This design comes from an exercise in tuning for small area, a short achievable clock period and few clock cycles per item on the open sky130 flow, not from production work. At most, simulation tests tie the RTL to the original design; equivalence was not proved. For runs 4 to 8, only the layout was checked, not whether the RTL still works. Power and IR drop assume default switching activity.

**config.mk**
```make
export PLATFORM = sky130hd
export DESIGN_NAME = dma_top
export DESIGN_NICKNAME = dma_top
export VERILOG_FILES = /design/flow/design.v
export SDC_FILE = /design/flow/constraint.sdc
export NUM_CORES = 4
export LEC_CHECK = 0
export CAP_MARGIN = 20
export CORE_MARGIN = 2
export CORE_UTILIZATION = 40
export SLEW_MARGIN = 20
```
**constraint.sdc**
```tcl
create_clock -name core_clock -period 3.5 [get_ports {clk}]
set_input_delay 0.7000 -clock core_clock [delete_from_list [all_inputs] [get_ports {clk}]]
set_output_delay 0.7000 -clock core_clock [all_outputs]
set_load 0.01 [all_outputs]
```
**design.v**
```verilog
module master_dma (
    input  wire        clk,
    input  wire        reset,
    input  wire        trigger,
    input  wire [4:0]  length,
    input  wire [31:0] source_address,
    input  wire [31:0] destination_address,
    output wire        done,
    output wire [31:0] ARADDR,
    output wire        ARVALID,
    input  wire        ARREADY,
    input  wire [31:0] RDATA,
    input  wire        RVALID,
    output wire        RREADY,
    output wire [31:0] AWADDR,
    output wire        AWVALID,
    input  wire        AWREADY,
    output wire [31:0] WDATA,
    output wire        WVALID,
    input  wire        WREADY,
    input  wire        BVALID,
    output wire        BREADY
);
wire [2:0] words = length[4:2];
reg       started;      
reg       done_r;       
reg [2:0] ar_count;     
reg [2:0] aw_count;     
reg [2:0] b_count;      
wire active = started ? ~done_r : trigger;
assign ARVALID = active & (ar_count != words);
assign AWVALID = active & (aw_count != words);
wire [3:0] ar_low = {1'b0, source_address[4:2]} + {1'b0, ar_count};
wire [3:0] aw_low = {1'b0, destination_address[4:2]} + {1'b0, aw_count};
assign ARADDR = {source_address[31:5] + {26'd0, ar_low[3]}, ar_low[2:0], source_address[1:0]};
assign AWADDR = {destination_address[31:5] + {26'd0, aw_low[3]}, aw_low[2:0], destination_address[1:0]};
assign WVALID = RVALID & started;
assign WDATA  = RDATA;
assign RREADY = WREADY;
assign BREADY = 1'b1;
wire b_last = BVALID & started & (b_count + 3'd1 == words);
assign done = done_r | b_last;
always @(posedge clk) begin
    if (reset) begin
        started  <= 1'b0;
        done_r   <= 1'b0;
        ar_count <= 3'd0;
        aw_count <= 3'd0;
        b_count  <= 3'd0;
    end else begin
        if (trigger)
            started <= 1'b1;
        if (b_last)
            done_r <= 1'b1;
        if (ARVALID && ARREADY)
            ar_count <= ar_count + 3'd1;
        if (AWVALID && AWREADY)
            aw_count <= aw_count + 3'd1;
        if (BVALID && started)
            b_count <= b_count + 3'd1;
    end
end
endmodule
module dma_top (
    input  wire        clk,
    input  wire        reset,
    input  wire        trigger,
    input  wire [4:0]  length,
    input  wire [31:0] source_address,
    input  wire [31:0] destination_address,
    output wire        done,
    output wire [31:0] ARADDR,
    output wire        ARVALID,
    input  wire        ARREADY,
    input  wire [31:0] RDATA,
    input  wire        RVALID,
    output wire        RREADY,
    output wire [31:0] AWADDR,
    output wire        AWVALID,
    input  wire        AWREADY,
    output wire [31:0] WDATA,
    output wire        WVALID,
    input  wire        WREADY,
    input  wire        BVALID,
    output wire        BREADY
);
master_dma u_dma (
    .clk(clk),
    .reset(reset),
    .trigger(trigger),
    .length(length),
    .source_address(source_address),
    .destination_address(destination_address),
    .done(done),
    .ARADDR(ARADDR),
    .ARVALID(ARVALID),
    .ARREADY(ARREADY),
    .RDATA(RDATA),
    .RVALID(RVALID),
    .RREADY(RREADY),
    .AWADDR(AWADDR),
    .AWVALID(AWVALID),
    .AWREADY(AWREADY),
    .WDATA(WDATA),
    .WVALID(WVALID),
    .WREADY(WREADY),
    .BVALID(BVALID),
    .BREADY(BREADY)
);
endmodule
```
**run.sh**
```bash
#!/bin/bash
# synth_recipe.tcl (not shown) runs the flow's synth.tcl, then flattens the netlist and writes it again
# the make line also repeats each setting of config.mk as NAME=value (left out here)
make -C /OpenROAD-flow-scripts/flow DESIGN_CONFIG=/design/flow/config.mk WORK_HOME=/design/flow/orfs CLKGATE_MAP_FILE= SYNTH_SCRIPT=/design/flow/synth_recipe.tcl finish
```
==> results by group, run 1 <==
Clocking
  • Worst-skew pair later-pin latency: 0.24 ns
  • Total CTS buffers: 3
  • Clk pin slew, worst setup/hold paths: 0.05 ns
  • CTS tree: yes
  • Clock Sinks: 11
  • Deepest clock path buffer count: 2
  • Root Buffer: clkbuf_8
  • H-tree depth: 1

Yosys
  • Post-synth cell types: 32
  • Sequential share of the synthesized area: 10.4%
  • Post-synth top area share: 17.3%
  • Mean Syn Cell Area: 7.89 um^2
  • Post-synthesis instance total: 269
  • Post-synthesis net count: 393
  • Mapped cell area: 2120 um^2
  • Post-synthesis register bit count: 11
  • Top cells by area, synth: xnor2_1 17%, buf_4 13%, dfxtp_1 10%, xor2_1 9.1%, ha_1 7.7%
  • Synth Warn #: 1
  • Yosys top cell by area: xnor2_1

STA
  • Pins over their slew limit: 0
  • Tcrit/Tclk final: 98.3%
  • # setup viols final: 0
  • RSZ-0062 raised after global routing: yes
  • Slew of the pin with the lowest slew margin: 0.577 ns
  • Final hold vios: 0
  • Fin Clk Skew: 0.00227 ns
  • Final Critical Period: 3.44 ns
  • Worst rel slew slack: 61.4%
  • Highest Clock Rate: 291 MHz

Detailed routing
  • WL/cell: 14.2 um
  • Final ANT Viol Nets: 0
  • Iteration-0 DRC Markers: 35
  • DR vias/cell: 4.89
  • Via count: 2352
  • Post-Route WL: 6850 um
  • # DRC: 0
  • Drt pass-1 iters: 4

Floorplanning
  • Ports: 211
  • DIE AREA: 5910 um^2
  • Die W: 76.9 um
  • Starting Density: 41.6%
  • Die height: 76.9 um
  • Core Region: 5110 um^2
  • Num rows: 26

Critical path
  • Worst endpoint required time: 2.80 ns
  • CP max stage delay: 0.28 ns
  • Critical R2R Launch: u_dma.ar_count[1]$_SDFFE_PP0P_
  • CP Class: input pin to output port
  • Worst R2R Setup Slack: 1.84 ns
  • CP max-delay cell: ha_1
  • Crit end category: output port
  • Setup crit start kind: input pin
  • Worst EP arrival: 2.74 ns
  • CP Launch Point: destination_address[3]
  • Critical path cell sequence: dlygate4sd2_1 -> ha_1 -> a21o_1 -> a21o_1 -> ha_4 -> ha_4 -> nand3_4 -> buf_6 -> nor3b_4 -> and3_4 -> xor2_1 -> buf_2
  • Worst-path fanout max: 4

Global route
  • First-pass GRT wire length: 11100 um
  • Initial antenna violation count: 0
  • Pin count of the biggest net entering global routing: 18
  • Total grt overflow: 0
  • GR Util All Layers: 22.7%
  • Via count of the first global-routing pass: 2381

Finish
  • Cell area after layout: 3710 um^2
  • Final antenna diode count: 0
  • Share of cells above drive strength 1: 23.8%
  • Synth-to-Final Area Change: 74.7%
  • Nets: 536

Placement
  • Detailed-placement wirelength estimate: 5620 um
  • Area after DPL: 3510 um^2
  • I/O Buffers: 133
  • GP Congestion: 0.867

Power
  • VDD IR-drop max: 0.246 mV
  • Final total power: 0.611 mW
  • Pwr/cell area: 165 nW/um^2
  • Cell leakage power: 1.66 nW

Min path
  • Hold Crit Start: u_dma.b_count[1]$_SDFFE_PP0P_
  • Worst hold-check path type: flip-flop to flip-flop

Run
  • Max_cap viols: 0

Outcome
  • Status: complete, no violations
[cells in the mapped netlist]
| master | instances |
|---|---|
| a21o_1 | 5 |
| a41o_1 | 1 |
| and2_1 | 3 |
| and3_1 | 6 |
| and4_1 | 6 |
| and4_2 | 2 |
| buf_2 | 2 |
| buf_4 | 38 |
| clkbuf_1 | 2 |
| conb_1 | 1 |
| dfxtp_1 | 11 |
| fa_1 | 2 |
| ha_1 | 13 |
| inv_1 | 10 |
| mux2_2 | 4 |
| mux2i_1 | 3 |
| nand2_1 | 16 |
| nand2b_1 | 4 |
| nand3_1 | 21 |
| nand3_2 | 1 |
| nand3b_1 | 1 |
| nand4_1 | 14 |
| nand4_2 | 2 |
| nor2_1 | 20 |
| nor2b_1 | 6 |
| nor3_1 | 5 |
| nor3_2 | 1 |
| nor3b_1 | 2 |
| nor3b_4 | 1 |
| nor4_4 | 2 |
| xnor2_1 | 42 |
| xor2_1 | 22 |
[area by class of cell]
class,instances,area [um^2]
clock buffer,4,45.0
multi-input combinational,206,1710
fill,436,1400
sequential,11,220
tap,70,87.6
timing repair buffer,180,1610
inverter,10,37.5
[cells by family after synthesis]
kind of cell / synth area share, %
compound gates: 2.24
xor+xnor: 26.4
fa+ha+maj: 9.55
buf+inv: 16.0
flops: 10.4
mux: 3.54
other cells: 0.177
simple gates: 31.7
[per-layer routing]
metal	global-route usage [%]	routed length (um)	vias to the layer above	part of all wire, %
met3	8.12	680	22	9.9
met2	40.9	3440	106	50
met4	6.36	172	0	2.5
met5	0	0	-	0
met1	24.9	2550	1056	37
li1	-	-	1168	-
[where the power goes]
group	leakage (nW)	internal [mW]	total, mW	switching, mW
logic	1.54	0.200	0.345	0.145
registers	0.0897	0.132	0.139	0.00640
clock network	0.0228	0.0799	0.127	0.0471
[sequential cells by signal, indices dropped and copies added, names as in the netlist]
register	flops
u_dma.ar_count	3
u_dma.started	1
u_dma.aw_count	3
u_dma.b_count	3
u_dma.done_r	1
[worst max-delay path, delay by kind of cell]
| kind | cells | cell delay (ns) |
|---|---|---|
| xor+xnor | 1 | 0.12 |
| fa+ha+maj | 3 | 0.58 |
| buf+inv | 3 | 0.54 |
| simple gates | 3 | 0.56 |
| compound gates | 2 | 0.25 |
[through the flow]
step	util, %	hold slack [ns]	TNS (ns)	setup WS, ns	instances
global placement	68.7	0.493	-20.17	-0.583	464
CTS	71.6	0.513	-0.0219	-0.0219	478
finish	72.6	0.505	0	0.0604	481
detailed placement	68.7	0.501	-22.51	-0.639	464
global route	72.6	0.536	-0.0608	-0.0608	481
floorplan	-	0.465	0	0.366	269
[cell usage in the layout, fill, tap and decap left out, types with 3 or more instances in the layout]
cell type and instances:
ha_4 5, clkdlybuf4s15_1 9, and4_1 6, and2_1 3, mux2i_1 3, dlymetal6s2s_1 3
nand2b_1 4, buf_6 3, xor2_1 22, inv_1 10, nand4_1 14, nor2b_1 5
clkdlybuf4s50_1 81, a21o_1 5, mux2_2 4, buf_2 15, nor3_1 4, nand3_1 18
and3_1 5, buf_4 43, dfxtp_1 11, nor2_1 17, ha_1 6, dlygate4sd2_1 22
xnor2_1 41, clkbuf_8 3, nand2_1 16
[worst paths after layout]
| check | cells after the start | to |
|---|---|---|
| setup / recovery | 12 | AWADDR[19] |
| hold / removal | 2 | u_dma.b_count[1]$_SDFFE_PP0P_ |
| setup reg to reg | 5 | u_dma.ar_count[0]$_SDFFE_PP0P_ |
| hold reg to reg | 2 | u_dma.b_count[1]$_SDFFE_PP0P_ |
[what timing repair did]
action	in CTS	in global routing
gates resized for setup	130	13
setup buffers	10	3
endpoints found under the setup margin	50	29
pin swaps	17	16
hold buffers	0	0
Testbench counts, summed over its fixed seeds: cycles 29,253, words 9,566.
==> inputs of run 2 (changes only) <==
--- a/config.mk
+++ b/config.mk
@@ -5,7 +5,9 @@
 export SDC_FILE = /design/flow/constraint.sdc
 export NUM_CORES = 4
 export LEC_CHECK = 0
+export ABC_CLOCK_PERIOD_IN_PS = 600
 export CAP_MARGIN = 20
 export CORE_MARGIN = 2
 export CORE_UTILIZATION = 40
+export SETUP_SLACK_MARGIN = 1.5
 export SLEW_MARGIN = 20
==> run 2 against run 1 <==
  * Clock power increased by 7%
  * Critical path depth unchanged
  * Critical endpoint is now ARADDR[17]
  * Highest routed layer unchanged
  * Cell count increased by 10%
  * Still clean
==> results by group, run 2 <==
Outcome
  • Status: complete, no violations

Finish
  • Share of cells above drive strength 1: 65.9% (+42 points)
  • Synth-to-Final Area Change: 126%
  • Reg area: 226 um^2 (+2.8%)
  • Final antenna diode count: 0 (unchanged)
  • Nets: 586 (+9.3%)
  • Largest regs: u_dma.ar_count: 3 flops, u_dma.aw_count: 3 flops, u_dma.b_count: 3 flops
  • Most frequent cells in the layout: 65 x buf_4, 55 x buf_2, 53 x clkdlybuf4s50_1
  • Area of the multi-input gates: 2470 um^2 (+45%)
  • # fillers: 137 (-69%)
  • Layout Cells excl Fill: 531 (+10%)
  • Most common cell after layout, fill and taps aside: buf_4

Detailed routing
  • Final ANT Viol Nets: 0 (unchanged)
  • Drt pass-1 iters: 4 (unchanged)
  • # DRC: 0 (unchanged)
  • Via count: 2959 (+26%)
  • DR vias/cell: 5.57 (+14%)
  • Iteration-0 DRC Markers: 104 (+200%)
  • WL/cell: 22.3 um (+57%)
  • Post-Route WL: 11800 um (+73%)

Clocking
  • Worst-skew pair later-pin latency: 0.25 ns (about the same)
  • Deepest clock path buffer count: 2 (unchanged)
  • Root Buffer: clkbuf_8
  • Hold buffers post-CTS: 0 (unchanged)
  • Clk pin slew, worst setup/hold paths: 0.05 ns (about the same)
  • CTS tree: yes
  • H-tree depth: 1 (unchanged)
  • Total CTS buffers: 3 (unchanged)
  • Clock Sinks: 11 (unchanged)

Yosys
  • Post-Synth Simple-Gate Area: 31.7% (unchanged)
  • Async set-or-reset flop fraction in the synthesized netlist: 0% (unchanged)
  • Post-synth top flop: dfxtp_1
  • Top cells by area, synth: xnor2_1 17%, buf_4 13%, dfxtp_1 10%, xor2_1 9.1%, ha_1 7.7%
  • Post-synth cell types: 32 (unchanged)
  • Mapped cell area: 2120 um^2 (unchanged)
  • Post-synthesis xor/xnor area fraction: 26.4% (unchanged)
  • Synth Warn #: 1 (unchanged)
  • Most common cell in the netlist: xnor2_1
  • Sequential share of the synthesized area: 10.4% (unchanged)
  • Post-synthesis register bit count: 11 (unchanged)
  • Post-synthesis instance total: 269 (unchanged)
  • Mux share of post-synthesis cell area: 3.54% (unchanged)
  • Adder-cell share of the synthesized area: 9.55% (unchanged)
  • Number of flops mapped to enable cells by yosys: 0 (unchanged)
  • Yosys top cell by area: xnor2_1
  • Post-synthesis net count: 393 (unchanged)
  • Mean Syn Cell Area: 7.89 um^2 (unchanged)
  • Post-synth top area share: 17.3% (unchanged)
  • Main combinational cell family by area after synthesis: simple AND/OR/NAND/NOR gates
  • Compound-gate portion of the synthesized area: 2.24% (unchanged)
  • Synth cell count leaders: 42 x xnor2_1, 38 x buf_4, 22 x xor2_1

Critical path
  • Setup crit start kind: input pin
  • CP max stage delay: 0.25 ns (-0.03 ns)
  • Cell mode on critical path: ha_4
  • Critical path cell sequence: buf_8 -> ha_4 -> a21o_1 -> a21o_1 -> ha_4 -> ha_4 -> nand4_1 -> nor3_2 -> buf_6 -> buf_6 -> xor2_1 -> buf_2
  • Worst-path fanout max: 5 (+1)
  • CP Class: input pin to output port
  • Worst R2R Path Depth: 9 (+4)
  • Worst EP arrival: 2.67 ns (-0.07 ns)
  • CP max-delay cell: ha_4
  • Crit end category: output port
  • Worst endpoint required time: 2.80 ns (about the same)

STA
  • Pins over their slew limit: 0 (unchanged)
  • RSZ-0062 raised after global routing: yes
  • Slew of the pin with the lowest slew margin: 0.636 ns (+0.0591 ns)
  • Final hold vios: 0 (unchanged)
  • Fin Clk Skew: 0.00335 ns (+0.00108 ns)
  • Final Critical Period: 3.37 ns (-0.0714 ns)
  • Highest Clock Rate: 297 MHz (+2.1%)
  • Tcrit/Tclk final: 96.2% (-2.0 points)
  • # setup viols final: 0 (unchanged)
  • Worst rel slew slack: 57.4% (-4.0 points)

Power
  • Final total power: 0.732 mW (+20%)
  • Pwr/cell area: 152 nW/um^2 (-7.4%)
  • Cell leakage power: 2.30 nW (+39%)
  • VDD IR-drop max: 0.324 mV (+32%)

Global route
  • Pin count of the biggest net entering global routing: 18 (unchanged)
  • GR Util All Layers: 29.6% (+6.9 points)
  • Via count of the first global-routing pass: 2805 (+18%)
  • First-pass GRT wire length: 13900 um (+26%)
  • Total grt overflow: 0 (unchanged)
  • Initial antenna violation count: 0 (unchanged)

Floorplanning
  • DIE AREA: 5910 um^2 (unchanged)
  • Die W: 76.9 um (unchanged)
  • Die height: 76.9 um (unchanged)
  • Ports: 211 (unchanged)
  • Starting Density: 41.6% (unchanged)
  • Core Region: 5110 um^2 (unchanged)
  • Num rows: 26 (unchanged)

Placement
  • Placed Cells incl. Taps: 483 (+4.1%)
  • Detailed-placement wirelength estimate: 6240 um (+11%)
  • GP Congestion: 0.811 (-6.5%)
  • I/O Buffers: 133 (unchanged)

Min path
  • Worst hold-check path type: flip-flop to flip-flop
  • WHS Path Cells: 2 (unchanged)

Run
  • Max_cap viols: 0 (unchanged)
[run 2: metal layers]
metal	track usage [%]	vias to the layer above	wire length, um
li1	-	1262	-
met4	21.3	0	937
met3	5.76	87	787
met2	57.0	191	6350
met5	0	-	0
met1	27.3	1419	3770
[run 2: stage by stage]
step                      utilization [%]  TNS, ns  hold WS [ns]  cell area, um^2  worst slack, ns
after floorplan                         -        0         0.465             2640            0.545
after global placement               81.4   -16.01         0.477             4160           -0.464
after detailed placement             81.4   -17.69         0.504             4160           -0.491
after CTS                            88.2        0         0.524             4500            0.296
after global routing                 94.0        0         0.621             4800           0.0695
final                                94.0        0         0.612             4800            0.132
[run 2: repair_timing]
item | in CTS | in global routing
buffers inserted | 27 | 17
resized for setup | 393 | 40
pin swaps | 71 | 44
endpoints found under the setup margin | 68 | 63
[run 2: cell type report]
cell class                 instances  area share [%]
timing repair buffer             230            40.2
clock buffer                       4           0.938
sequential                        11            4.72
inverter                          10           0.782
tap                               70            1.82
multi-input combinational        206            51.6
[run 2: kinds of logic (layout without fill, tap and decap cells)]
logic type / after synthesis / after routing
and+or+nand+nor: 113 / 113
xor gates and xnor gates: 64 / 64
buffers and inverters: 52 / 244
adders and majority gates: 15 / 15
DFF: 11 / 11
muxes: 7 / 7
AOI/OAI and AO/OA: 6 / 6
other: 1 / 1
[run 2: final timing paths]
kind                                                        to                  startpoint  slack [ns]
worst min-delay path                u_dma.started$_SDFFE_PP0P_  u_dma.started$_SDFFE_PP0P_        0.61
worst max-delay path                                ARADDR[17]           source_address[3]        0.13
worst min register to register      u_dma.started$_SDFFE_PP0P_  u_dma.started$_SDFFE_PP0P_        0.61
worst max register to register  u_dma.ar_count[0]$_SDFFE_PP0P_  u_dma.started$_SDFFE_PP0P_        1.44
[run 2: worst max-delay path: cells and delay by family]
family,cells,cell delay (ns)
AOI/OAI and AO/OA,2,0.28
xor gates and xnor gates,1,0.14
adders and majority gates,3,0.58
buffers and inverters,4,0.55
and+or+nand+nor,2,0.40
[run 2: report_power, final]
part / leakage [nW] / switching, mW / total, mW / internal (mW)
sequential: 0.0912 / 0.0135 / 0.146 / 0.132
combinational: 2.18 / 0.207 / 0.450 / 0.243
clock: 0.0228 / 0.0555 / 0.136 / 0.0806
==> inputs of run 3 (changes only) <==
--- a/config.mk
+++ b/config.mk
@@ -8,6 +8,6 @@
 export ABC_CLOCK_PERIOD_IN_PS = 600
 export CAP_MARGIN = 20
 export CORE_MARGIN = 2
-export CORE_UTILIZATION = 40
+export CORE_UTILIZATION = 60
 export SETUP_SLACK_MARGIN = 1.5
 export SLEW_MARGIN = 20
==> run 3 against run 2 <==
  * The run now fails in 3_3_place_gp
  * Synthesized area is the same
  * Synthesized cell count stayed put
==> results by group, run 3 <==
Yosys
  • Mapped cell area: 2120 um^2 (unchanged)
  • Post-synth cell types: 32 (unchanged)
  • Most common cell in the netlist: xnor2_1
  • Sequential share of the synthesized area: 10.4% (unchanged)
  • Post-synthesis instance total: 269 (unchanged)
  • Number of flops mapped to enable cells by yosys: 0 (unchanged)
  • Post-synthesis net count: 393 (unchanged)
  • Post-synth top area share: 17.3% (unchanged)
  • Yosys top cell by area: xnor2_1
  • Synth Warn #: 1 (unchanged)
  • Async set-or-reset flop fraction in the synthesized netlist: 0% (unchanged)
  • Synth cell count leaders: 42 x xnor2_1, 38 x buf_4, 22 x xor2_1
  • Top cells by area, synth: xnor2_1 17%, buf_4 13%, dfxtp_1 10%, xor2_1 9.1%, ha_1 7.7%
  • Post-synth top flop: dfxtp_1
  • Post-synthesis register bit count: 11 (unchanged)
  • Mean Syn Cell Area: 7.89 um^2 (unchanged)

Floorplanning
  • Die height: 63.5 um (-17%)
  • Num rows: 21 (-19%)
  • Ports: 211 (unchanged)
  • Die W: 63.5 um (-17%)
  • Starting Density: 63.1% (+22 points)

Outcome
  • Stop Error: [ERROR GPL-0301] Utilization 117.887 % exceeds 100%.
  • Status: did not finish
  • Halt Stage: 3_3_place_gp

Placement
  • I/O Buffers: 133 (unchanged)
[run 3: cell counts after synthesis]
No cell type changed its count.
[run 3: kinds of logic after synthesis]
logic type | Yosys count | synth area share, %
and+or+nand+nor | 113 | 31.7
AOI/OAI and AO/OA | 6 | 2.24
buffers and inverters | 52 | 16.0
other | 1 | 0.177
adders and majority gates | 15 | 9.55
muxes | 7 | 3.54
xor gates and xnor gates | 64 | 26.4
DFF | 11 | 10.4
==> inputs of run 4 (changes only) <==
--- a/design.v
+++ b/design.v
@@ -30,10 +30,8 @@
 wire active = started ? ~done_r : trigger;
 assign ARVALID = active & (ar_count != words);
 assign AWVALID = active & (aw_count != words);
-wire [3:0] ar_low = {1'b0, source_address[4:2]} + {1'b0, ar_count};
-wire [3:0] aw_low = {1'b0, destination_address[4:2]} + {1'b0, aw_count};
-assign ARADDR = {source_address[31:5] + {26'd0, ar_low[3]}, ar_low[2:0], source_address[1:0]};
-assign AWADDR = {destination_address[31:5] + {26'd0, aw_low[3]}, aw_low[2:0], destination_address[1:0]};
+addr_offset u_araddr (.base(source_address), .count(ar_count), .addr(ARADDR));
+addr_offset u_awaddr (.base(destination_address), .count(aw_count), .addr(AWADDR));
 assign WVALID = RVALID & started;
 assign WDATA  = RDATA;
 assign RREADY = WREADY;
@@ -60,6 +58,30 @@
             b_count <= b_count + 3'd1;
     end
 end
+endmodule
+module addr_offset (
+    input  wire [31:0] base,
+    input  wire [2:0]  count,
+    output wire [31:0] addr
+);
+wire [2:0] b = base[4:2];
+wire c0 = b[0] & count[0];
+wire c1 = (b[1] & count[1]) | ((b[1] ^ count[1]) & c0);
+wire c2 = (b[2] & count[2]) | ((b[2] ^ count[2]) & c1);
+assign addr[1:0] = base[1:0];
+assign addr[2] = b[0] ^ count[0];
+assign addr[3] = b[1] ^ count[1] ^ c0;
+assign addr[4] = b[2] ^ count[2] ^ c1;
+genvar k;
+generate
+    for (k = 5; k < 32; k = k + 1) begin : g_inc
+        if (k == 5) begin : g_first
+            assign addr[k] = base[k] ^ c2;
+        end else begin : g_rest
+            assign addr[k] = base[k] ^ (c2 & (&base[k-1:5]));
+        end
+    end
+endgenerate
 endmodule
 module dma_top (
     input  wire        clk,
==> config.mk (replaced) <==
export PLATFORM = sky130hd
export DESIGN_NAME = dma_top
export DESIGN_NICKNAME = dma_top
export VERILOG_FILES = /design/flow/design.v
export SDC_FILE = /design/flow/constraint.sdc
export NUM_CORES = 4
export LEC_CHECK = 0
export CAP_MARGIN = 20
export CORE_MARGIN = 2
export CORE_UTILIZATION = 40
export SLEW_MARGIN = 20
==> run 4 against run 3 <==
  * The layout now fails its checks (setup timing)
  * Synthesized area shrank 9.6%
  * Synthesized cell count is 9.7% lower
==> results by group, run 4 <==
Outcome
  • Status: failed layout checks
  • Fail Reasons: setup timing

Floorplanning
  • Die height: 73.3 um (+15%)
  • Starting Density: 41.2% (-22 points)
  • Num rows: 25 (+19%)
  • Ports: 211 (unchanged)
  • Die W: 73.3 um (+15%)
  • Core Region: 4660 um^2
  • DIE AREA: 5370 um^2

Finish
  • Share of cells above drive strength 1: 32.7%
  • Final antenna diode count: 0
  • Reg area: 220 um^2
  • Area of the multi-input gates: 1490 um^2
  • Most common cell after layout, fill and taps aside: clkdlybuf4s50_1
  • Largest regs: u_dma.ar_count: 3 flops, u_dma.aw_count: 3 flops, u_dma.b_count: 3 flops
  • Most frequent cells in the layout: 82 x clkdlybuf4s50_1, 48 x xnor2_1, 41 x buf_4
  • # fillers: 408
  • Synth-to-Final Area Change: 79.4%
  • Nets: 509

STA
  • Min Hold Slack: 0.469 ns
  • Final hold vios: 0
  • # setup viols final: 1
  • Final Critical Period: 3.51 ns
  • Fin Clk Skew: 0.00270 ns
  • Pins over their slew limit: 0
  • Highest Clock Rate: 285 MHz
  • Tcrit/Tclk final: 100%
  • Final worst slack: -0.0133 ns
  • RSZ-0062 raised after global routing: yes

Detailed routing
  • DR vias/cell: 4.77
  • WL/cell: 13.8 um
  • # DRC: 0
  • Via count: 2109
  • Final ANT Viol Nets: 0
  • Post-Route WL: 6100 um
  • Iteration-0 DRC Markers: 52
  • Drt pass-1 iters: 4

Power
  • VDD IR-drop max: 0.307 mV
  • Pwr/cell area: 173 nW/um^2
  • Final total power: 0.597 mW
  • Cell leakage power: 1.58 nW

Clocking
  • CTS tree: yes
  • Worst-skew pair later-pin latency: 0.23 ns
  • Total CTS buffers: 3
  • Hold buffers post-CTS: 0
  • Clock Sinks: 11
  • Root Buffer: clkbuf_8
  • Deepest clock path buffer count: 2
  • Clk pin slew, worst setup/hold paths: 0.05 ns
  • H-tree depth: 1

Yosys
  • Top cells by area, synth: xnor2_1 24%, buf_4 16%, dfxtp_1 11%, xor2_1 7.3%, nand3_1 6.0%
  • Post-synth top area share: 23.7% (+6.4 points)
  • Most common cell in the netlist: xnor2_1
  • Yosys top cell by area: xnor2_1
  • Post-synth top flop: dfxtp_1
  • Mean Syn Cell Area: 7.90 um^2 (about the same)
  • Mux share of post-synthesis cell area: 0% (-3.5 points)
  • Post-synthesis instance total: 243 (-9.7%)
  • Post-synthesis net count: 363 (-7.6%)
  • Async set-or-reset flop fraction in the synthesized netlist: 0% (unchanged)
  • Number of flops mapped to enable cells by yosys: 0 (unchanged)
  • Main combinational cell family by area after synthesis: XOR/XNOR gates
  • Post-Synth Simple-Gate Area: 27.1% (-4.6 points)
  • Post-synth cell types: 28 (-13%)
  • Synth Warn #: 1 (unchanged)
  • Mapped cell area: 1920 um^2 (-9.6%)
  • Synth cell count leaders: 52 x xnor2_1, 40 x buf_4, 23 x nand3_1
  • Compound-gate portion of the synthesized area: 2.80% (+0.56 points)
  • Adder-cell share of the synthesized area: 8.74% (-0.81 points)
  • Post-synthesis xor/xnor area fraction: 31.0% (+4.6 points)
  • Post-synthesis register bit count: 11 (unchanged)
  • Sequential share of the synthesized area: 11.5% (+1.1 points)

Global route
  • Total grt overflow: 0
  • GR Util All Layers: 21.1%
  • First-pass GRT wire length: 9080 um
  • Pin count of the biggest net entering global routing: 12
  • Via count of the first global-routing pass: 1963
  • Initial antenna violation count: 0

Run
  • Max_cap viols: 0

Critical path
  • Worst endpoint required time: 2.80 ns
  • Setup crit start kind: input pin
  • Crit end category: output port
  • Worst-path fanout max: 8
  • Worst EP arrival: 2.81 ns
  • CP Class: input pin to output port

Min path
  • Worst hold-check path type: flip-flop to flip-flop

Placement
  • GP Congestion: 0.835
  • Detailed-placement wirelength estimate: 4940 um
  • I/O Buffers: 133 (unchanged)
## run 4: changes by cell type after synthesis, moves of 4 or more
cell | before | now
mux2_2 | 4 | 0
ha_1 | 13 | 7
xnor2_1 | 42 | 52
xor2_1 | 22 | 16
nand2_1 | 16 | 20
nor3_1 | 5 | 0
nor2b_1 | 6 | 1
nor2_1 | 20 | 12
a21o_1 | 5 | 0
nand2b_1 | 4 | 0
## run 4: final timing paths
check	start	to	cells after the start	slack (ns)
min reg2reg	u_dma.b_count[1]$_SDFFE_PP0P_	u_dma.b_count[1]$_SDFFE_PP0P_	2	0.47
max reg2reg	u_dma.aw_count[0]$_SDFFE_PP0P_	u_dma.aw_count[2]$_SDFFE_PP0P_	6	2.01
max	source_address[2]	ARADDR[29]	14	-0.01
min	u_dma.b_count[1]$_SDFFE_PP0P_	u_dma.b_count[1]$_SDFFE_PP0P_	2	0.47
## run 4: area by class of cell
cell class              instances  area share (%)
clock buffers                   4            1.31
repair buffers                183            45.7
flip-flops and latches         11            6.40
multi-input cells             177            43.2
well taps                      54            1.96
inverters                      13            1.42
## run 4: worst max-delay path, stage by stage
cell and delay (ns):
buf_8 0.07, ha_4 0.12, fa_2 0.19, inv_2 0.04, fa_2 0.34, and4b_2 0.32
buf_6 0.11, nand2_4 0.05, nor3_4 0.21, buf_6 0.17, buf_4 0.12, nand2_4 0.04
xnor2_2 0.17, buf_2 0.16
## run 4: through the flow
stage               setup TNS, ns  cell area (um^2)  cells  util, %  setup slack (ns)
floorplan                       0              1920    243        -             0.134
global placement           -32.02              3250    419     69.8            -0.825
detailed placement         -33.46              3250    419     69.8            -0.865
CTS                             0              3350    438     71.8          0.000635
global route                -1.25              3440    442     73.9            -0.149
finish                    -0.0133              3440    442     73.9           -0.0133
## run 4: repair_timing
item,CTS,global route
setup endpoints to repair,56,41
buffers inserted,14,7
resized for setup,147,59
pin swaps,15,32
cloned,1,0
## run 4: per-layer routing
metal | up-vias | share of wire (%) | global-route usage (%)
li1 | 1062 | - | -
met1 | 962 | 36 | 23.1
met2 | 75 | 57 | 42.2
met3 | 10 | 5.9 | 4.25
met4 | 0 | 1.0 | 2.26
met5 | - | 0 | 0
## run 4: cell families after synthesis
group           count (synthesis)
fa+ha+maj                      11
xor+xnor                       68
flops                          11
buf+inv                        55
other cells                     1
compound gates                  6
simple gates                   91
## run 4: power breakdown
group          switching (mW)  internal [mW]
clock                  0.0452         0.0798
sequential            0.00732          0.133
combinational           0.136          0.196
==> inputs of run 5 (changes only) <==
==> flow/run.sh (new file) <==
#!/bin/bash
# Standard ORFS layout, with the port buffers made from the smallest buffer cell.
set -euo pipefail
bash standard.sh 'BUFFER_PORTS_ARGS=-buffer_cell sky130_fd_sc_hd__buf_1' finish > orfs_make.log 2>&1
==> standard.sh (new file) <==
#!/bin/bash
# synth_recipe.tcl (not shown) runs the flow's synth.tcl, then flattens the netlist and writes it again
# the make line also repeats each setting of config.mk as NAME=value (left out here)
make -C /OpenROAD-flow-scripts/flow DESIGN_CONFIG=/design/flow/config.mk WORK_HOME=/design/flow/orfs CLKGATE_MAP_FILE= SYNTH_SCRIPT=/design/flow/synth_recipe.tcl "${@:-finish}"
removed: run.sh
==> run 5 against run 4 <==
  * The layout still fails its checks (setup timing)
  * Final area decreased by 25%
  * Combinational power down 34%
  * Synthesized cell count is the same
  * Largest power group unchanged
  * Utilization fell by 18 points
  * Clock power about the same
  * Total power shrank 18%
  * Sequential power barely moved
  * Critical path depth down 3
  * Wire length fell by 16%
  * Sequential share of layout area up 2.1 points
==> results by group, run 5 <==
Critical path
  • WP depth: 11 (-3)
  • Worst R2R Path Depth: 6 (unchanged)
  • Worst R2R Setup Slack: 2.05 ns (+0.04 ns)
  • Cell mode on critical path: fa_2
  • CP max stage delay: 0.35 ns (about the same)
  • Critical R2R Launch: u_dma.aw_count[0]$_SDFFE_PP0P_
  • CP Launch Point: destination_address[2]
  • CP Class: input pin to output port
  • Crit end category: output port
  • Setup crit start kind: input pin
  • Worst r2r dst: u_dma.aw_count[2]$_SDFFE_PP0P_
  • Worst Path Buf+Inv: 4 (-2)
  • Worst-path fanout max: 4 (-4)
  • Cell family with most CP delay: simple AND/OR/NAND/NOR gates
  • Critical path cell sequence: buf_1 -> ha_2 -> fa_2 -> inv_2 -> fa_2 -> and4b_2 -> nand4_1 -> nor3_4 -> buf_4 -> xor2_1 -> buf_2
  • Worst EP arrival: 2.85 ns (+0.04 ns)
  • Worst endpoint required time: 2.80 ns (about the same)
  • CP max-delay cell: fa_2

Clocking
  • Root Buffer: clkbuf_8
  • Hold buffers post-CTS: 0 (unchanged)
  • H-tree depth: 1 (unchanged)
  • Total CTS buffers: 3 (unchanged)
  • CTS tree: yes
  • Clock Sinks: 11 (unchanged)
  • Deepest clock path buffer count: 2 (unchanged)
  • Worst-skew pair later-pin latency: 0.24 ns (about the same)
  • Clk pin slew, worst setup/hold paths: 0.05 ns (about the same)

STA
  • RSZ-0062 raised after global routing: yes
  • Min Hold Slack: 0.472 ns (+0.00256 ns)
  • Slew of the pin with the lowest slew margin: 0.627 ns
  • Highest Clock Rate: 282 MHz (-0.98%)
  • Final hold vios: 0 (unchanged)
  • # setup viols final: 4 (+3)
  • Worst rel slew slack: 58.2%
  • Final worst slack: -0.0480 ns (-0.0347 ns)
  • Tcrit/Tclk final: 101% (+0.99 points)
  • Fin Clk Skew: 0.00160 ns (-0.00110 ns)
  • Pins over their slew limit: 0 (unchanged)
  • Final Critical Period: 3.55 ns (+0.0347 ns)

Yosys
  • Mapped cell area: 1920 um^2 (unchanged)
  • Most common cell in the netlist: xnor2_1
  • Synth Warn #: 1 (unchanged)
  • Adder-cell share of the synthesized area: 8.74% (unchanged)
  • Synth cell count leaders: 52 x xnor2_1, 40 x buf_4, 23 x nand3_1
  • Post-synthesis xor/xnor area fraction: 31.0% (unchanged)
  • Post-synthesis net count: 363 (unchanged)
  • Post-synth top flop: dfxtp_1
  • Mean Syn Cell Area: 7.90 um^2 (unchanged)
  • Post-synth top area share: 23.7% (unchanged)
  • Post-synthesis instance total: 243 (unchanged)
  • Async set-or-reset flop fraction in the synthesized netlist: 0% (unchanged)
  • Number of flops mapped to enable cells by yosys: 0 (unchanged)
  • Top cells by area, synth: xnor2_1 24%, buf_4 16%, dfxtp_1 11%, xor2_1 7.3%, nand3_1 6.0%
  • Main combinational cell family by area after synthesis: XOR/XNOR gates
  • Post-synth cell types: 28 (unchanged)
  • Compound-gate portion of the synthesized area: 2.80% (unchanged)
  • Mux share of post-synthesis cell area: 0% (unchanged)
  • Yosys top cell by area: xnor2_1
  • Post-Synth Simple-Gate Area: 27.1% (unchanged)
  • Sequential share of the synthesized area: 11.5% (unchanged)
  • Post-synthesis register bit count: 11 (unchanged)

Finish
  • Most frequent cells in the layout: 98 x buf_1, 47 x xnor2_1, 35 x buf_2
  • Most common cell after layout, fill and taps aside: buf_1
  • Nets: 473 (-7.1%)
  • Cell area after layout: 2590 um^2 (-25%)
  • Synth-to-Final Area Change: 34.7%
  • Layout Cells excl Fill: 406 (-8.1%)
  • # fillers: 494 (+21%)
  • Share of cells above drive strength 1: 26.4% (-6.3 points)
  • Largest regs: u_dma.ar_count: 3 flops, u_dma.aw_count: 3 flops, u_dma.b_count: 3 flops
  • Final antenna diode count: 0 (unchanged)

Detailed routing
  • # DRC: 0 (unchanged)
  • Drt pass-1 iters: 4 (unchanged)
  • Post-Route WL: 5130 um (-16%)
  • Final ANT Viol Nets: 0 (unchanged)
  • Metal-1 WL: 2010 um (-9.4%)
  • DR vias/cell: 4.75 (-0.53%)
  • Via count: 1927 (-8.6%)
  • Iteration-0 DRC Markers: 51 (-1.9%)
  • Highest layer used for signal routing: met4
  • Met3 routed WL: 354 um (-2.2%)
  • Met2 WL: 2720 um (-21%)
  • WL/cell: 12.6 um (-8.5%)

Outcome
  • Fail Reasons: setup timing
  • Status: failed layout checks

Global route
  • Via count of the first global-routing pass: 1667 (-15%)
  • Initial antenna violation count: 0 (unchanged)
  • First-pass GRT wire length: 7400 um (-19%)
  • GR Util All Layers: 17.2% (-3.9 points)
  • Total grt overflow: 0 (unchanged)
  • Pin count of the biggest net entering global routing: 16 (+4)

Placement
  • Area after DPL: 2260 um^2 (-30%)
  • Placed Cells incl. Taps: 398 (-5.0%)
  • GP Congestion: 0.788 (-5.6%)
  • I/O Buffers: 133 (unchanged)
  • Detailed-placement wirelength estimate: 4280 um (-13%)

Floorplanning
  • Die height: 73.3 um (unchanged)
  • Num rows: 25 (unchanged)
  • DIE AREA: 5370 um^2 (unchanged)
  • Die W: 73.3 um (unchanged)
  • Ports: 211 (unchanged)
  • Starting Density: 41.2% (unchanged)
  • Core Region: 4660 um^2 (unchanged)

Power
  • Cell leakage power: 1.08 nW (-32%)
  • Final total power: 0.489 mW (-18%)
  • Pwr/cell area: 189 nW/um^2 (+9.1%)
  • VDD IR-drop max: 0.219 mV (-29%)

Min path
  • Hold Crit Start: u_dma.b_count[1]$_SDFFE_PP0P_
  • Worst hold-check path type: flip-flop to flip-flop
  • Hold endpoint: u_dma.b_count[1]$_SDFFE_PP0P_
  • WHS Path Cells: 2 (unchanged)

Run
  • Max_cap viols: 0 (unchanged)
-- run 5: worst max-delay path by stage --
stage                 endpoint  slack, ns
finish              AWADDR[17]      -0.05
global route        AWADDR[18]      -0.18
CTS                 AWADDR[17]      -0.05
detailed placement  AWADDR[17]      -0.13
global placement    AWADDR[31]      -0.09
floorplan           ARADDR[22]       0.13
-- run 5: logic make-up (layout without fill, tap and decap cells) --
kind of cell	after synthesis	count (layout)
AND/OR/NAND/NOR	91	91
XOR/XNOR	68	68
buffers and inverters	55	164
adder cells (fa/ha/maj)	11	11
flip-flops	11	11
AO/OA/AOI/OAI	6	6
other	1	1
-- run 5: per-stage QoR --
| stage | utilization [%] | worst slack, ns | setup TNS, ns |
|---|---|---|---|
| 2_1_floorplan | - | 0.134 | 0 |
| 3_3_place_gp | 48.6 | -0.0914 | -0.777 |
| 5_1_grt | 55.5 | -0.178 | -2.94 |
| 4_1_cts | 49.9 | -0.0451 | -0.0526 |
| 6_report | 55.5 | -0.0480 | -0.106 |
| 3_5_place_dp | 48.6 | -0.135 | -1.09 |
-- run 5: where the power goes --
| part | switching [mW] | total, mW | internal, mW |
|---|---|---|---|
| logic | 0.126 | 0.220 | 0.0944 |
| clock network | 0.0482 | 0.128 | 0.0800 |
| registers | 0.00794 | 0.140 | 0.133 |
| total | 0.182 | 0.489 | 0.307 |
-- run 5: timing repair --
action                                  CTS  global route
endpoints found under the hold margin     0             0
setup buffers                             1             3
pin swaps                                 3            30
cloned                                    0             1
endpoints found under the setup margin   17            36
gates resized for setup                   7           104
-- run 5: final cells by class --
type | instances | area, um^2 | area share, %
repair buffers | 147 | 689 | 26.7
inverters | 13 | 48.8 | 1.89
flip-flops and latches | 11 | 220 | 8.51
clock buffers | 4 | 45.0 | 1.74
multi-input cells | 177 | 1520 | 58.6
well taps | 54 | 67.6 | 2.61
-- run 5: worst min-delay path: stages, from the launching register on --
cell	delay (ns)
dfxtp_1	0.31
nand2_1	0.06
a21oi_1	0.05
-- run 5: per-layer routing --
metal | GRT usage, % | vias up
li1 | - | 982
met1 | 20.9 | 864
met2 | 30.3 | 71
met3 | 4.39 | 10
met4 | 3.91 | 0
met5 | 0 | -
==> inputs of run 6 (changes only) <==
==> flow/run.sh (replaced) <==
#!/bin/bash
# Standard ORFS layout, with the port buffers made from the smallest buffer
# cell and the adders left to ABC (no full/half-adder cell extraction).
set -euo pipefail
bash standard.sh 'BUFFER_PORTS_ARGS=-buffer_cell sky130_fd_sc_hd__buf_1' 'ADDER_MAP_FILE=' finish > orfs_make.log 2>&1
==> run 6 against run 5 <==
  * The run now finishes clean
  * Clock skew is 0.0023 ns higher
  * Flip-flop and latch count stayed put
  * Final area is 12% lower
  * Critical path type unchanged
  * Via count is 5.1% higher
  * Total power is 1.6% lower
  * Cell count is 4.2% higher
  * Hold slack better by 0.065 ns
  * Die area is 3.5% higher
  * Largest cell class unchanged
  * First-iteration DRC count is 20% lower
  * Synthesized cell count is 9.5% higher
==> results by group, run 6 <==
Placement
  • GP Congestion: 0.757 (-3.9%)
  • I/O Buffers: 133 (unchanged)
  • Detailed-placement wirelength estimate: 4330 um (+1.3%)

Detailed routing
  • DR vias/cell: 4.79 (+0.91%)
  • Drt pass-1 iters: 4 (unchanged)
  • Iteration-0 DRC Markers: 41 (-20%)
  • # DRC: 0 (unchanged)
  • Post-Route WL: 4880 um (-4.8%)
  • Final ANT Viol Nets: 0 (unchanged)
  • Via count: 2026 (+5.1%)
  • WL/cell: 11.5 um (-8.6%)

Power
  • VDD IR-drop max: 0.196 mV (-10%)
  • Pwr/cell area: 211 nW/um^2 (+11%)
  • Switching Share: 38.0% (+0.83 points)
  • Flop pwr share: 30.3% (+1.6 points)
  • Cell leakage power: 0.750 nW (-31%)
  • Switching power: 0.183 mW (+0.65%)
  • Logic pwr share: 43.4% (-1.6 points)
  • Int Pwr: 0.298 mW (-2.9%)
  • Clock power frac: 26.3% (about the same)

Clocking
  • Total CTS buffers: 3 (unchanged)
  • Deepest clock path buffer count: 2 (unchanged)
  • Hold buffers post-CTS: 0 (unchanged)
  • Worst-skew pair later-pin latency: 0.24 ns (about the same)
  • Root Buffer: clkbuf_8
  • Clock Sinks: 11 (unchanged)
  • Post-CTS Resized: 0 (-7)
  • H-tree depth: 1 (unchanged)
  • Clk pin slew, worst setup/hold paths: 0.05 ns (about the same)
  • CTS tree: yes
  • Setup bufs post-CTS: 0 (-1)

Floorplanning
  • Starting Density: 41.8% (+0.66 points)
  • Die height: 74.5 um (+1.7%)
  • DIE AREA: 5550 um^2 (+3.5%)
  • Num rows: 25 (unchanged)
  • Die W: 74.5 um (+1.7%)
  • Core Region: 4750 um^2 (+2.0%)
  • Ports: 211 (unchanged)

STA
  • Pins over their slew limit: 0 (unchanged)
  • Slew of the pin with the lowest slew margin: 0.538 ns (-0.0881 ns)
  • Worst rel slew slack: 63.9% (+5.7 points)
  • Tcrit/Tclk final: 84.5% (-17 points)
  • Final Critical Period: 2.96 ns (-0.589 ns)
  • Fin Clk Skew: 0.00390 ns (+0.00230 ns)
  • Min Hold Slack: 0.537 ns (+0.0654 ns)
  • RSZ-0062 raised after global routing: no
  • # setup viols final: 0 (-4)
  • Final hold vios: 0 (unchanged)
  • Highest Clock Rate: 338 MHz (+20%)
  • Fin Setup TNS: 0 ns (+0.106 ns)

Finish
  • Most common cell after layout, fill and taps aside: buf_1
  • Nets: 466 (-1.5%)
  • Largest regs: u_dma.ar_count: 3 flops, u_dma.aw_count: 3 flops, u_dma.b_count: 3 flops
  • Reg area: 220 um^2 (unchanged)
  • # fillers: 549 (+11%)
  • Area of the multi-input gates: 1430 um^2 (-5.4%)
  • Synth-to-Final Area Change: 14.8%
  • Final antenna diode count: 0 (unchanged)
  • Most frequent cells in the layout: 133 x buf_1, 54 x xnor2_1, 28 x xor2_1
  • Share of cells above drive strength 1: 3.65% (-23 points)

Yosys
  • Post-synthesis instance total: 266 (+9.5%)
  • Compound-gate portion of the synthesized area: 5.09% (+2.3 points)
  • Adder-cell share of the synthesized area: 0% (-8.7 points)
  • Post-synth top area share: 23.8% (+0.045 points)
  • Synth cell count leaders: 54 x xnor2_1, 41 x buf_4, 28 x xor2_1
  • Post-synth top flop: dfxtp_1
  • Post-synthesis xor/xnor area fraction: 36.1% (+5.1 points)
  • Mean Syn Cell Area: 7.48 um^2 (-5.3%)
  • Sequential share of the synthesized area: 11.1% (-0.40 points)
  • Synth Warn #: 1 (unchanged)
  • Most common cell in the netlist: xnor2_1
  • Post-synthesis net count: 375 (+3.3%)
  • Number of flops mapped to enable cells by yosys: 0 (unchanged)
  • Post-synth cell types: 34 (+21%)
  • Post-synthesis register bit count: 11 (unchanged)
  • Mapped cell area: 1990 um^2 (+3.7%)
  • Top cells by area, synth: xnor2_1 24%, buf_4 15%, xor2_1 12%, dfxtp_1 11%, nand3_1 6.0%
  • Async set-or-reset flop fraction in the synthesized netlist: 0% (unchanged)
  • Yosys top cell by area: xnor2_1
  • Post-Synth Simple-Gate Area: 30.7% (+3.6 points)
  • Main combinational cell family by area after synthesis: XOR/XNOR gates
  • Mux share of post-synthesis cell area: 0% (unchanged)

Critical path
  • Worst-path fanout max: 13 (+9)
  • CP Class: input pin to output port
  • Cell family with most CP delay: simple AND/OR/NAND/NOR gates
  • Worst EP arrival: 2.26 ns (-0.59 ns)
  • Setup crit start kind: input pin
  • Critical path cell sequence: buf_1 -> nand3_1 -> or3b_4 -> nor2_2 -> nand3_1 -> xnor2_1 -> buf_1
  • CP max-delay cell: or3b_4
  • CP max stage delay: 0.41 ns (+0.06 ns)
  • Worst Path Buf+Inv: 2 (-2)
  • Crit end category: output port
  • Worst endpoint required time: 2.80 ns (about the same)

Global route
  • GR Util All Layers: 16.3% (-0.90 points)
  • Pin count of the biggest net entering global routing: 14 (-2)
  • Via count of the first global-routing pass: 1770 (+6.2%)
  • Total grt overflow: 0 (unchanged)
  • First-pass GRT wire length: 7250 um (-2.0%)
  • Initial antenna violation count: 0 (unchanged)

Outcome
  • Status: complete, no violations

Run
  • Max_cap viols: 0 (unchanged)

Min path
  • Worst hold-check path type: flip-flop to flip-flop
## run 6: cell types whose count changed in the layout (fill, tap and decap cells not counted), sizes merged, moves of 3 or more
cell,previous run,this run
buf,146,133
inv,13,0
xor2,16,28
nor2,12,21
ha,7,0
and4,3,8
nand2,21,26
fa,4,0
nor3,3,6
## run 6: tightest hold or removal path, delay by kind of cell, from the launching register on
kind	cells	cell delay, ns
xor gates and xnor gates	1	0.08
DFF	1	0.35
and+or+nand+nor	1	0.07
## run 6: kinds of logic (layout without fill, tap and decap cells)
kind of cell,after synthesis,after routing
flip-flops,11,11
AND/OR/NAND/NOR,114,114
AO/OA/AOI/OAI,11,11
XOR/XNOR,82,82
other,1,1
buffers and inverters,47,137
## run 6: path summary, 6_finish.rpt
check / depth (start not counted) / start / slack, ns / to
max reg2reg: 5 / u_dma.aw_count[0]$_SDFFE_PP0P_ / 1.85 / u_dma.aw_count[2]$_SDFFE_PP0P_
max: 7 / source_address[5] / 0.54 / ARADDR[21]
min: 2 / u_dma.b_count[2]$_SDFFE_PP0P_ / 0.54 / u_dma.b_count[2]$_SDFFE_PP0P_
min reg2reg: 2 / u_dma.b_count[2]$_SDFFE_PP0P_ / 0.54 / u_dma.b_count[2]$_SDFFE_PP0P_
## run 6: final cells by class
cell class / instances / area share, %
clock buffers: 3 / 1.81
repair buffers: 133 / 21.9
clock inverters: 1 / 0.219
well taps: 67 / 3.67
multi-input cells: 208 / 62.8
flip-flops and latches: 11 / 9.64
## run 6: stage by stage
| step | instances | setup WS (ns) | util (%) | power, mW | area, um^2 |
|---|---|---|---|---|---|
| final | 423 | 0.541 | 48.0 | 0.481 | 2280 |
| after global routing | 423 | 0.271 | 48.0 | 0.521 | 2280 |
| after global placement | 419 | 0.513 | 47.1 | 0.357 | 2240 |
| after floorplan | 266 | 0.907 | - | 0.309 | 1990 |
| after detailed placement | 419 | 0.508 | 47.1 | 0.359 | 2240 |
| after CTS | 423 | 0.509 | 48.0 | 0.490 | 2280 |
## run 6: layer usage
| layer | vias to the layer above | share of wire (%) | global-route usage, % |
|---|---|---|---|
| li1 | 1038 | - | - |
| met1 | 892 | 41 | 18.2 |
| met2 | 92 | 48 | 28.8 |
| met3 | 4 | 11 | 7.18 |
| met4 | 0 | 0.47 | 3.37 |
| met5 | - | 0 | 0 |
## run 6: power by group through the flow
stage                     Clock, mW  Combinational [mW]  Sequential, mW
after floorplan                   0               0.171           0.138
after global placement            0               0.209           0.148
after detailed placement          0               0.211           0.148
after CTS                     0.133               0.212           0.145
after global routing          0.139               0.234           0.147
final                         0.127               0.209           0.146
==> inputs of run 7 (changes only) <==
--- a/config.mk
+++ b/config.mk
@@ -5,6 +5,7 @@
 export SDC_FILE = /design/flow/constraint.sdc
 export NUM_CORES = 4
 export LEC_CHECK = 0
+export ABC_CLOCK_PERIOD_IN_PS = 700
 export CAP_MARGIN = 20
 export CORE_MARGIN = 2
 export CORE_UTILIZATION = 40
==> run 7 against run 6 <==
  * Clock power about the same
  * Utilization is the same
  * Total power stayed put
  * Worst setup slack unchanged
  * Sequential share of layout area stayed put
  * Highest routed layer unchanged
==> results by group, run 7 <==
Outcome
  • Status: complete, no violations

Detailed routing
  • Drt pass-1 iters: 4 (unchanged)
  • Highest layer used for signal routing: met4
  • Final ANT Viol Nets: 0 (unchanged)
  • Post-Route WL: 4880 um (unchanged)
  • Iteration-0 DRC Markers: 41 (unchanged)
  • Met3 routed WL: 541 um (unchanged)
  • DR vias/cell: 4.79 (unchanged)
  • Met2 WL: 2330 um (unchanged)
  • Metal-1 WL: 1980 um (unchanged)
  • WL/cell: 11.5 um (unchanged)
  • # DRC: 0 (unchanged)
  • Via count: 2026 (unchanged)

Yosys
  • Post-synth cell types: 34 (unchanged)
  • Synth cell count leaders: 54 x xnor2_1, 41 x buf_4, 28 x xor2_1
  • Most common cell in the netlist: xnor2_1
  • Top cells by area, synth: xnor2_1 24%, buf_4 15%, xor2_1 12%, dfxtp_1 11%, nand3_1 6.0%
  • Post-synth top area share: 23.8% (unchanged)
  • Post-synth top flop: dfxtp_1
  • Mean Syn Cell Area: 7.48 um^2 (unchanged)
  • Async set-or-reset flop fraction in the synthesized netlist: 0% (unchanged)
  • Post-synthesis instance total: 266 (unchanged)
  • Mapped cell area: 1990 um^2 (unchanged)
  • Sequential share of the synthesized area: 11.1% (unchanged)
  • Synth Warn #: 1 (unchanged)
  • Yosys top cell by area: xnor2_1
  • Post-synthesis net count: 375 (unchanged)
  • Post-synthesis register bit count: 11 (unchanged)
  • Number of flops mapped to enable cells by yosys: 0 (unchanged)

Global route
  • First-pass GRT wire length: 7250 um (unchanged)
  • Initial antenna violation count: 0 (unchanged)
  • Via count of the first global-routing pass: 1770 (unchanged)
  • GR Util All Layers: 16.3% (unchanged)
  • Pin count of the biggest net entering global routing: 14 (unchanged)
  • Total grt overflow: 0 (unchanged)

Floorplanning
  • Num rows: 25 (unchanged)
  • Core Region: 4750 um^2 (unchanged)
  • DIE AREA: 5550 um^2 (unchanged)
  • Die W: 74.5 um (unchanged)
  • Die height: 74.5 um (unchanged)
  • Ports: 211 (unchanged)
  • Starting Density: 41.8% (unchanged)

Min path
  • Worst hold-check path type: flip-flop to flip-flop

Clocking
  • Clk pin slew, worst setup/hold paths: 0.05 ns (about the same)
  • CTS tree: yes
  • Setup bufs post-CTS: 0 (unchanged)
  • Worst-skew pair later-pin latency: 0.24 ns (about the same)
  • H-tree depth: 1 (unchanged)
  • Clock Sinks: 11 (unchanged)
  • Deepest clock path buffer count: 2 (unchanged)
  • Post-CTS Resized: 0 (unchanged)
  • Hold buffers post-CTS: 0 (unchanged)
  • Total CTS buffers: 3 (unchanged)
  • Root Buffer: clkbuf_8

Finish
  • Largest regs: u_dma.ar_count: 3 flops, u_dma.aw_count: 3 flops, u_dma.b_count: 3 flops
  • Most common cell after layout, fill and taps aside: buf_1
  • Final antenna diode count: 0 (unchanged)
  • Most frequent cells in the layout: 133 x buf_1, 54 x xnor2_1, 28 x xor2_1
  • Synth-to-Final Area Change: 14.8% (unchanged)
  • Nets: 466 (unchanged)
  • Cell area after layout: 2280 um^2 (unchanged)
  • Share of cells above drive strength 1: 3.65% (unchanged)

Power
  • Cell leakage power: 0.750 nW (unchanged)
  • VDD IR-drop max: 0.196 mV (unchanged)
  • Logic pwr share: 43.4% (about the same)
  • Switching Share: 38.0% (unchanged)
  • Flop pwr share: 30.3% (about the same)
  • Clock power frac: 26.3% (about the same)
  • Pwr/cell area: 211 nW/um^2 (unchanged)
  • Int Pwr: 0.298 mW (unchanged)
  • Switching power: 0.183 mW (unchanged)
  • Final total power: 0.481 mW (unchanged)

Critical path
  • Worst R2R Setup Slack: 1.85 ns (about the same)
  • Worst r2r dst: u_dma.aw_count[2]$_SDFFE_PP0P_
  • CP Class: input pin to output port
  • Worst EP arrival: 2.26 ns (about the same)
  • Critical R2R Launch: u_dma.aw_count[0]$_SDFFE_PP0P_
  • Worst endpoint required time: 2.80 ns (about the same)
  • Crit end category: output port
  • Worst-path fanout max: 13 (unchanged)
  • Setup crit start kind: input pin
  • CP endpoint: ARADDR[21]
  • Worst R2R Path Depth: 5 (unchanged)
  • CP Launch Point: source_address[5]

Placement
  • Detailed-placement wirelength estimate: 4330 um (unchanged)
  • Area after DPL: 2240 um^2 (unchanged)
  • GP Congestion: 0.757 (unchanged)
  • I/O Buffers: 133 (unchanged)
  • Pre-CTS setup slack: 0.508 ns (unchanged)

STA
  • Final Critical Period: 2.96 ns (unchanged)
  • Pins over their slew limit: 0 (unchanged)
  • Highest Clock Rate: 338 MHz (unchanged)
  • Fin Clk Skew: 0.00390 ns (unchanged)
  • RSZ-0062 raised after global routing: no
  • Worst rel slew slack: 63.9% (unchanged)
  • # setup viols final: 0 (unchanged)
  • Tcrit/Tclk final: 84.5% (unchanged)
  • Final hold vios: 0 (unchanged)
  • Slew of the pin with the lowest slew margin: 0.538 ns (unchanged)
  • Final worst slack: 0.541 ns (unchanged)
  • Min Hold Slack: 0.537 ns (unchanged)
  • Fin Setup TNS: 0 ns (unchanged)

Run
  • Max_cap viols: 0 (unchanged)
==> run 7: area by class of cell <==
| cell class | count | area, um^2 |
|---|---|---|
| tap | 67 | 83.8 |
| clock buffer | 3 | 41.3 |
| clock inverter | 1 | 5.00 |
| fill | 549 | 2470 |
| sequential | 11 | 220 |
| multi-input combinational | 208 | 1430 |
| timing repair buffer | 133 | 499 |
==> run 7: layer usage <==
metal | vias to the layer above | GRT usage, %
met3 | 4 | 7.18
met1 | 892 | 18.2
li1 | 1038 | -
met2 | 92 | 28.8
met5 | - | 0
met4 | 0 | 3.37
==> run 7: critical path, cell delays in order <==
cell and delay, ns:
buf_1 0.15, nand3_1 0.11, or3b_4 0.41, nor2_2 0.38, nand3_1 0.15, xnor2_1 0.18
buf_1 0.17
==> run 7: worst min path at each step <==
stage | from | to | slack [ns] | depth (start not counted)
after CTS | u_dma.b_count[2]$_SDFFE_PP0P_ | u_dma.b_count[2]$_SDFFE_PP0P_ | 0.54 | 2
after detailed placement | u_dma.b_count[2]$_SDFFE_PP0P_ | u_dma.b_count[2]$_SDFFE_PP0P_ | 0.53 | 2
after floorplan | u_dma.b_count[2]$_SDFFE_PP0P_ | u_dma.b_count[2]$_SDFFE_PP0P_ | 0.50 | 2
after global placement | u_dma.b_count[2]$_SDFFE_PP0P_ | u_dma.b_count[2]$_SDFFE_PP0P_ | 0.51 | 2
after global routing | u_dma.b_count[2]$_SDFFE_PP0P_ | u_dma.b_count[2]$_SDFFE_PP0P_ | 0.61 | 2
final | u_dma.b_count[2]$_SDFFE_PP0P_ | u_dma.b_count[2]$_SDFFE_PP0P_ | 0.54 | 2
==> run 7: cells by family after synthesis <==
kind of cell / Yosys count / synth area share [%]
xor+xnor: 82 / 36.1
other cells: 1 / 0.188
buf+inv: 47 / 16.9
simple gates: 114 / 30.7
compound gates: 11 / 5.09
flops: 11 / 11.1
==> run 7: power by group through the flow <==
stage / combinational, mW / clock (mW) / sequential [mW]
4_1_cts: 0.212 / 0.133 / 0.145
3_3_place_gp: 0.209 / 0 / 0.148
2_1_floorplan: 0.171 / 0 / 0.138
5_1_grt: 0.234 / 0.139 / 0.147
3_5_place_dp: 0.211 / 0 / 0.148
6_report: 0.209 / 0.127 / 0.146
==> run 7: per-stage QoR <==
stage | instances | utilization, %
after floorplan | 266 | -
after global placement | 419 | 47.1
after detailed placement | 419 | 47.1
after CTS | 423 | 48.0
after global routing | 423 | 48.0
final | 423 | 48.0
==> inputs of run 8 (changes only) <==
--- a/config.mk
+++ b/config.mk
@@ -8,5 +8,6 @@
 export ABC_CLOCK_PERIOD_IN_PS = 700
 export CAP_MARGIN = 20
 export CORE_MARGIN = 2
-export CORE_UTILIZATION = 40
+export CORE_UTILIZATION = 60
+export SETUP_SLACK_MARGIN = 0.3
 export SLEW_MARGIN = 20
==> run 8 against run 7 <==
  * Critical path depth stayed put
  * Synthesized cell count unchanged
  * Utilization up 24 points
  * Wire length up 6.1%
  * Via count grew 2.2%
  * Total power decreased by 7.5%
  * Final area shrank 1.9%
  * Still clean
  * Critical path type unchanged
  * Sequential share of layout area is 0.19 points higher
  * Highest routed layer unchanged
  * Global-route usage up 10 points
==> results by group, run 8 <==
Global route
  • Total grt overflow: 0 (unchanged)
  • Initial antenna violation count: 0 (unchanged)
  • Pin count of the biggest net entering global routing: 14 (unchanged)
  • Via count of the first global-routing pass: 1740 (-1.7%)
  • GR Util All Layers: 26.3% (+10 points)
  • First-pass GRT wire length: 7500 um (+3.4%)

Floorplanning
  • Starting Density: 64.1% (+22 points)
  • DIE AREA: 3790 um^2 (-32%)
  • Ports: 211 (unchanged)
  • Die W: 61.6 um (-17%)
  • Die height: 61.6 um (-17%)
  • Core Region: 3100 um^2 (-35%)
  • Num rows: 20 (-20%)

Critical path
  • Worst endpoint required time: 2.80 ns (about the same)
  • Setup crit start kind: input pin
  • CP max-delay cell: or3b_4
  • CP max stage delay: 0.42 ns (about the same)
  • CP Class: input pin to output port
  • Crit end category: output port
  • Worst EP arrival: 2.30 ns (+0.04 ns)
  • Worst-path fanout max: 10 (-3)
  • Cell mode on critical path: buf_1
  • Critical path cell sequence: buf_1 -> nand3_1 -> or3b_4 -> nor3_4 -> nand4_1 -> xnor2_1 -> buf_1

Clocking
  • Root Buffer: clkbuf_4
  • Hold buffers post-CTS: 0 (unchanged)
  • Clock Sinks: 11 (unchanged)
  • Deepest clock path buffer count: 2 (unchanged)
  • Clk pin slew, worst setup/hold paths: 0.07 ns (+0.02 ns)
  • Worst-skew pair later-pin latency: 0.27 ns (+0.03 ns)
  • H-tree depth: 1 (unchanged)
  • CTS tree: yes
  • Total CTS buffers: 3 (unchanged)
  • Setup bufs post-CTS: 0 (unchanged)

Finish
  • Reg area: 220 um^2 (unchanged)
  • Cell area after layout: 2240 um^2 (-1.9%)
  • Final antenna diode count: 0 (unchanged)
  • Area of the multi-input gates: 1440 um^2 (+0.35%)
  • Nets: 466 (unchanged)
  • # fillers: 287 (-48%)
  • Share of cells above drive strength 1: 3.37% (-0.28 points)
  • Util after Layout: 72.2% (+24 points)
  • Layout Cells excl Fill: 400 (-5.4%)
  • Most frequent cells in the layout: 133 x buf_1, 54 x xnor2_1, 28 x xor2_1
  • Largest regs: u_dma.ar_count: 3 flops, u_dma.aw_count: 3 flops, u_dma.b_count: 3 flops
  • Synth-to-Final Area Change: 12.6%
  • Most common cell after layout, fill and taps aside: buf_1

Yosys
  • Post-synth top area share: 23.8% (unchanged)
  • Post-synth top flop: dfxtp_1
  • Synth Warn #: 1 (unchanged)
  • Most common cell in the netlist: xnor2_1
  • Post-synth cell types: 34 (unchanged)
  • Yosys top cell by area: xnor2_1
  • Mean Syn Cell Area: 7.48 um^2 (unchanged)
  • Number of flops mapped to enable cells by yosys: 0 (unchanged)
  • Async set-or-reset flop fraction in the synthesized netlist: 0% (unchanged)
  • Synth cell count leaders: 54 x xnor2_1, 41 x buf_4, 28 x xor2_1
  • Post-synthesis register bit count: 11 (unchanged)
  • Post-synthesis instance total: 266 (unchanged)
  • Sequential share of the synthesized area: 11.1% (unchanged)
  • Top cells by area, synth: xnor2_1 24%, buf_4 15%, xor2_1 12%, dfxtp_1 11%, nand3_1 6.0%
  • Post-synthesis net count: 375 (unchanged)
  • Mapped cell area: 1990 um^2 (unchanged)

Outcome
  • Status: complete, no violations

Detailed routing
  • Drt pass-1 iters: 4 (unchanged)
  • DR vias/cell: 5.18 (+8.0%)
  • Post-Route WL: 5180 um (+6.1%)
  • WL/cell: 12.9 um (+12%)
  • # DRC: 0 (unchanged)
  • Iteration-0 DRC Markers: 102 (+150%)
  • Final ANT Viol Nets: 0 (unchanged)
  • Via count: 2070 (+2.2%)

STA
  • Final worst slack: 0.505 ns (-0.0366 ns)
  • RSZ-0062 raised after global routing: no
  • Pins over their slew limit: 0 (unchanged)
  • # setup viols final: 0 (unchanged)
  • Final Critical Period: 3.00 ns (+0.0366 ns)
  • Highest Clock Rate: 334 MHz (-1.2%)
  • Fin Clk Skew: 0.00731 ns (+0.00341 ns)
  • Final hold vios: 0 (unchanged)
  • Min Hold Slack: 0.542 ns (+0.00521 ns)
  • Fin Setup TNS: 0 ns (unchanged)
  • Slew of the pin with the lowest slew margin: 0.548 ns (+0.00993 ns)
  • Worst rel slew slack: 63.2% (-0.67 points)
  • Tcrit/Tclk final: 85.6% (+1.0 points)

Placement
  • Placed Cells incl. Taps: 396 (-5.5%)
  • Pre-CTS setup slack: 0.494 ns (-0.0143 ns)
  • I/O Buffers: 133 (unchanged)
  • Detailed-placement wirelength estimate: 4480 um (+3.4%)
  • Area after DPL: 2210 um^2 (-1.3%)
  • GP Congestion: 0.878 (+16%)

Power
  • Clock power frac: 20.1% (-6.2 points)
  • Switching power: 0.181 mW (-0.88%)
  • Switching Share: 40.7% (+2.7 points)
  • Cell leakage power: 0.739 nW (-1.4%)
  • Pwr/cell area: 199 nW/um^2 (-5.7%)
  • Final total power: 0.445 mW (-7.5%)
  • Flop pwr share: 32.7% (+2.4 points)
  • Logic pwr share: 47.1% (+3.7 points)
  • Int Pwr: 0.264 mW (-12%)
  • VDD IR-drop max: 0.187 mV (-4.6%)

Run
  • Max_cap viols: 0 (unchanged)

Min path
  • Worst hold-check path type: flip-flop to flip-flop
==> run 8: cell counts after synthesis <==
Identical to the previous run, type by type.
==> run 8: repair_timing <==
action	CTS	global route
resized for setup	0	1
setup endpoints to repair	0	1
hold endpoints to repair	0	0
==> run 8: final timing paths <==
kind                                  startpoint                             end  slack [ns]  depth (start not counted)
setup / recovery               source_address[5]                      ARADDR[25]        0.50                          7
hold reg to reg    u_dma.b_count[2]$_SDFFE_PP0P_   u_dma.b_count[2]$_SDFFE_PP0P_        0.54                          2
hold / removal     u_dma.b_count[2]$_SDFFE_PP0P_   u_dma.b_count[2]$_SDFFE_PP0P_        0.54                          2
setup reg to reg  u_dma.aw_count[0]$_SDFFE_PP0P_  u_dma.aw_count[2]$_SDFFE_PP0P_        1.87                          5
==> run 8: final cells by class <==
type / count / area share (%)
clock buffer: 4 / 1.17
multi-input combinational: 208 / 64.2
timing repair buffer: 133 / 22.3
sequential: 11 / 9.83
tap: 44 / 2.46
==> run 8: routing by layer <==
metal / share of wire [%] / up-vias / global-route usage, %
li1: - / 1038 / -
met5: 0 / - / 0
met1: 38 / 914 / 29.9
met3: 8.2 / 16 / 5.88
met4: 3.9 / 0 / 13.1
met2: 50 / 102 / 46.0
==> run 8: power groups by stage <==
stage	sequential (mW)	combinational (mW)	clock [mW]
floorplan	0.138	0.171	0
global placement	0.148	0.206	0
CTS	0.145	0.210	0.0883
finish	0.146	0.210	0.0897
global route	0.148	0.234	0.0973
detailed placement	0.148	0.209	0
==> run 8: cell families (layout without fill, tap and decap cells) <==
group | after synthesis | in the layout | synth area share, %
AOI/OAI and AO/OA | 11 | 11 | 5.09
and+or+nand+nor | 114 | 114 | 30.7
DFF | 11 | 11 | 11.1
xor gates and xnor gates | 82 | 82 | 36.1
other | 1 | 1 | 0.188
buffers and inverters | 47 | 137 | 16.9
==> run 8: worst max-delay path, delay by kind of cell <==
| kind | cells | cell delay (ns) |
|---|---|---|
| simple gates | 4 | 1.08 |
| buf+inv | 2 | 0.34 |
| xor+xnor | 1 | 0.18 |

## what the ideal ports hide
In the flow no input, the clock included, has a driving cell. The finished layouts below were timed again as built, in two steps.
Step 1, drivers: a clkbuf_16 drives clk and a buf_2 each remaining input, both assumed.
Step 2 also shifts input and output timing later by t, the mid clock arrival at the registers, as if the neighbouring blocks saw the same clock.
Three values: ideal ports, drivers, drivers and shift; two values: the first two.
run	shift t [ns]	slack for setup (ns)	latest minus earliest clock arrival (ns)
run 1	0.257	0.060 / 0.038 / 0.038	0.002 / 0.002
run 2	0.271	0.132 / 0.092 / 0.092	0.004 / 0.004
run 4	0.253	-0.013 / -0.062 / -0.062	0.003 / 0.003
run 5	0.259	-0.048 / -0.088 / -0.088	0.002 / 0.002
run 6	0.256	0.541 / 0.491 / 0.491	0.003 / 0.004
run 7	0.256	0.541 / 0.491 / 0.491	0.003 / 0.004
run 8	0.294	0.505 / 0.482 / 0.482	0.008 / 0.007
